What follows belongs to an exercise in optimizing a design on an open flow for small area and a short achievable clock period; a production flow would make more cautious choices.
Where RTL was checked, it was by simulation tests only, not by an equivalence proof against the original.
Power is estimated from default activity; no workload was simulated.

## middle
==> flow/design.v <==
`timescale 1ns / 1ps
module Console(
    output [6:0]sseg,
    input [3:0]hex,
	 input n_valid   
    );
    assign sseg = (n_valid) ? 7'b1000000:
						(hex == 4'd0) ? 7'b0111111 :
						(hex == 4'd1) ? 7'b0000110 :
						(hex == 4'd2) ? 7'b1011011 :
						(hex == 4'd3) ? 7'b1001111:
						(hex == 4'd4) ? 7'b1100110 :
						(hex == 4'd5) ? 7'b1101101 :
						(hex == 4'd6) ? 7'b1111101 :
						(hex == 4'd7) ? 7'b0000111 :
						(hex == 4'd8) ? 7'b1111111 :
						(hex == 4'd9) ? 7'b1100111 :
						(hex == 4'd10) ? 7'b1110111 :
						(hex == 4'd11) ? 7'b1111100 :
						(hex == 4'd12) ? 7'b0111001 :
						(hex == 4'd13) ? 7'b1011110 :
						(hex == 4'd14) ? 7'b1111001 :
						7'b1110001 ;
endmodule
module Microprocessor(
    output mem_write,
    output mem_read,
    output reg_write,
    output [1:0]op,
    output [6:0]reg_num,
    output [6:0]pc_high,
    output [6:0]pc_low,
    output [7:0]instruction_address,
    output [6:0]rwd_1,
    output [6:0]rwd_0,
    output [1:0]r_symbol,
    input oscillator,
    input reset,
    input [7:0]instruction
    );
    reg [7:0] pc;
    reg [7:0] r [0:3];
    reg       valid;       
    reg [1:0] opc;         
    reg [1:0] rn;          
    reg [7:0] disp;        
    wire [1:0] op_i = instruction[7:6];
    wire [1:0] sa   = instruction[5:4];
    wire [1:0] sb   = instruction[3:2];
    wire [7:0] ra = r[sa];
    wire [7:0] rb = r[sb];
    wire [9:0] qd [0:3];
    genvar k, n;
    generate
        for (k = 0; k < 4; k = k + 1) begin : rq
            assign qd[k][0] = (r[k][7:2] == 6'd63);
            for (n = 1; n < 10; n = n + 1) begin : d
                assign qd[k][n] = (r[k][7:2] == n - 1);
            end
        end
    endgenerate
    wire [9:0] qs = qd[sa];
    wire [1:0] l  = ra[1:0];
    wire       b0p = (l == 2'd3);
    wire       b2m = (l == 2'd0);
    wire       b3m = ~l[1];
    wire [7:0] rs [0:3];
    generate
        for (n = 0; n < 8; n = n + 1) begin : rsel
            assign rs[0][n] = b0p ? qs[n]   : qs[n+1];
            assign rs[1][n] = qs[n+1];
            assign rs[2][n] = b2m ? qs[n+2] : qs[n+1];
            assign rs[3][n] = b3m ? qs[n+2] : qs[n+1];
        end
    endgenerate
    wire [3:0] ld [0:3];
    generate
        for (k = 0; k < 4; k = k + 1) begin : rl
            assign ld[k] = 4'b0001 << r[k][1:0];
        end
    endgenerate
    wire [3:0] ls = ld[sa];
    reg  [3:0] bs;
    always @(*) begin
        case (instruction[1:0])
            2'd0: bs = ls;
            2'd1: bs = {ls[2:0], ls[3]};
            2'd2: bs = {ls[1:0], ls[3:2]};
            default: bs = {ls[0], ls[3:1]};
        endcase
    end
    wire       st = (op_i == 2'b10);
    wire [7:0] bd [0:3];            
    generate
        for (k = 0; k < 4; k = k + 1) begin : bank
            wire [7:0] acc [0:8];
            assign acc[0] = 8'd0;
            for (n = 0; n < 8; n = n + 1) begin : row
                localparam integer A = 4 * n + k;
                reg [7:0] w;
                always @(posedge oscillator or posedge reset)
                    if (reset)
                        w <= (A < 16) ? A : 16 - A;
                    else if (st && bs[k] && rs[k][n])
                        w <= rb;
                assign acc[n+1] = acc[n] | ({8{rs[k][n]}} & w);
            end
            assign bd[k] = acc[8];
        end
    endgenerate
    wire [7:0] rdata = ({8{bs[0]}} & bd[0]) | ({8{bs[1]}} & bd[1]) |
                       ({8{bs[2]}} & bd[2]) | ({8{bs[3]}} & bd[3]);
    wire [7:0] g0 = ra & rb;
    wire [7:0] p0 = ra ^ rb;
    wire [7:0] g1, p1, g2, p2, g3;
    generate
        for (n = 0; n < 8; n = n + 1) begin : pfx
            if (n >= 1) begin : l1
                assign g1[n] = g0[n] | (p0[n] & g0[n-1]);
                assign p1[n] = p0[n] & p0[n-1];
            end else begin : l1z
                assign g1[n] = g0[n];
                assign p1[n] = p0[n];
            end
            if (n >= 2) begin : l2
                assign g2[n] = g1[n] | (p1[n] & g1[n-2]);
                assign p2[n] = p1[n] & p1[n-2];
            end else begin : l2z
                assign g2[n] = g1[n];
                assign p2[n] = p1[n];
            end
            if (n >= 4) begin : l3
                assign g3[n] = g2[n] | (p2[n] & g2[n-4]);
            end else begin : l3z
                assign g3[n] = g2[n];
            end
        end
    endgenerate
    wire [7:0] sum = p0 ^ {g3[6:0], 1'b0};
    wire [7:0] wdata = instruction[6] ? rdata : sum;
    wire [1:0] wsel  = instruction[6] ? sb : instruction[1:0];
    wire       wen   = ~instruction[7];
    wire [7:0] pc_p1 = pc + 8'd1;
    wire [7:0] pc_p2 = {pc[7:1] + 7'd1, pc[0]};
    wire [7:0] pc_m1 = pc - 8'd1;
    reg  [7:0] pc_next;
    always @(*) begin
        if (op_i != 2'b11)
            pc_next = pc_p1;
        else case (instruction[1:0])
            2'b00: pc_next = pc_p1;
            2'b01: pc_next = pc_p2;
            2'b10: pc_next = pc_m1;
            default: pc_next = pc;
        endcase
    end
    always @(posedge oscillator or posedge reset) begin
        if (reset) begin
            pc <= 8'd0;
            r[0] <= 8'd0; r[1] <= 8'd0; r[2] <= 8'd0; r[3] <= 8'd0;
            valid <= 1'b0;
        end else begin
            pc <= pc_next;
            if (wen) r[wsel] <= wdata;
            valid <= wen;
        end
    end
    always @(posedge oscillator) begin
        opc  <= op_i;
        rn   <= wsel;
        disp <= wdata;
    end
    Console c_rwd1(rwd_1,   disp[7:4], ~valid);
    Console c_rwd0(rwd_0,   disp[3:0], ~valid);
    Console c_pch (pc_high, pc[7:4],   1'b0);
    Console c_pcl (pc_low,  pc[3:0],   1'b0);
    Console c_rn  (reg_num, {2'b00, rn}, ~valid);
    assign instruction_address = pc;
    assign op        = opc;
    assign mem_write = (opc == 2'b10);
    assign mem_read  = (opc == 2'b01);
    assign reg_write = ~opc[1];
    assign r_symbol  = 2'b11;
endmodule
clock: 6.0 ns
lec_check: 0
abc_area: 1
cap_margin: 20
core_margin: 2
core_utilization: 55
cts_cluster_diameter: 70
cts_cluster_size: 25
setup_slack_margin: 2.5
slew_margin: 20
run.sh (not shown) runs the stock make flow with config.mk's settings and CLKGATE_MAP_FILE= SYNTH_SCRIPT=/design/flow/synth_recipe.tcl, a recipe that flattens the netlist after the stock synthesis.
middle ran to completion and came out clean on the timing, design-rule and antenna checks.
Edits applied to the flow inputs when going from middle to south:
-- flow/design.v --
<<< middle, line 74
        end
    endgenerate
    wire [3:0] ld [0:3];
    generate
        for (k = 0; k < 4; k = k + 1) begin : rl
            assign ld[k] = 4'b0001 << r[k][1:0];
        end
    endgenerate
    wire [3:0] ls = ld[sa];
    reg  [3:0] bs;
    always @(*) begin
        case (instruction[1:0])
            2'd0: bs = ls;
            2'd1: bs = {ls[2:0], ls[3]};
            2'd2: bs = {ls[1:0], ls[3:2]};
            default: bs = {ls[0], ls[3:1]};
        endcase
    end
    wire       st = (op_i == 2'b10);
    wire [7:0] bd [0:3];            
>>> south, line 74
        end
    endgenerate
    wire [1:0] bk = l + instruction[1:0];
    wire [3:0] bs = 4'b0001 << bk;
    wire       st = (op_i == 2'b10);
    wire [7:0] bd [0:3];            
Findings:
On south: biggest cell delay along the critical path is 0.03 ns higher than what middle gave. south vs middle, portion of the clock cycle consumed by the worst path in the final layout went down by 1.2 points. Routed wire in south totals less than in middle. In the flow results for south and middle, the global-route met3 utilization is larger on middle. Combinational cell fraction of total power was higher in middle than in south.
Only the layout flow was run in middle; the RTL was not checked for function there.

-- port drivers added, routing unchanged --
Ports are ideal in the flow. The routed layouts listed here were re-timed in OpenROAD.
Step 1, drivers: a clkbuf_16 drives oscillator and a buf_2 each remaining input, both assumed.
Step 2 times the ports against the registers' clock, not the clock port: input delays grow and output delays shrink by t, the midpoint of the rising clock arrivals with the driver on.
Slacks: ideal ports / drivers / drivers and shift; pairs: ideal ports / drivers.
run | shift t [ns] | setup slack, ns | hold WS [ns] | worst setup path at the end
middle | 0.611 | 2.444 / 2.388 / 2.012 | 0.478 / 0.478 / 0.478 | input to register
south | 0.573 | 2.518 / 2.467 / 2.025 | 0.489 / 0.489 / 0.489 | input to register
After both steps setup and hold are still met in every run listed. The setup slack of south, which loses most, moves by -0.051 ns with the drivers and by -0.493 ns with both steps.
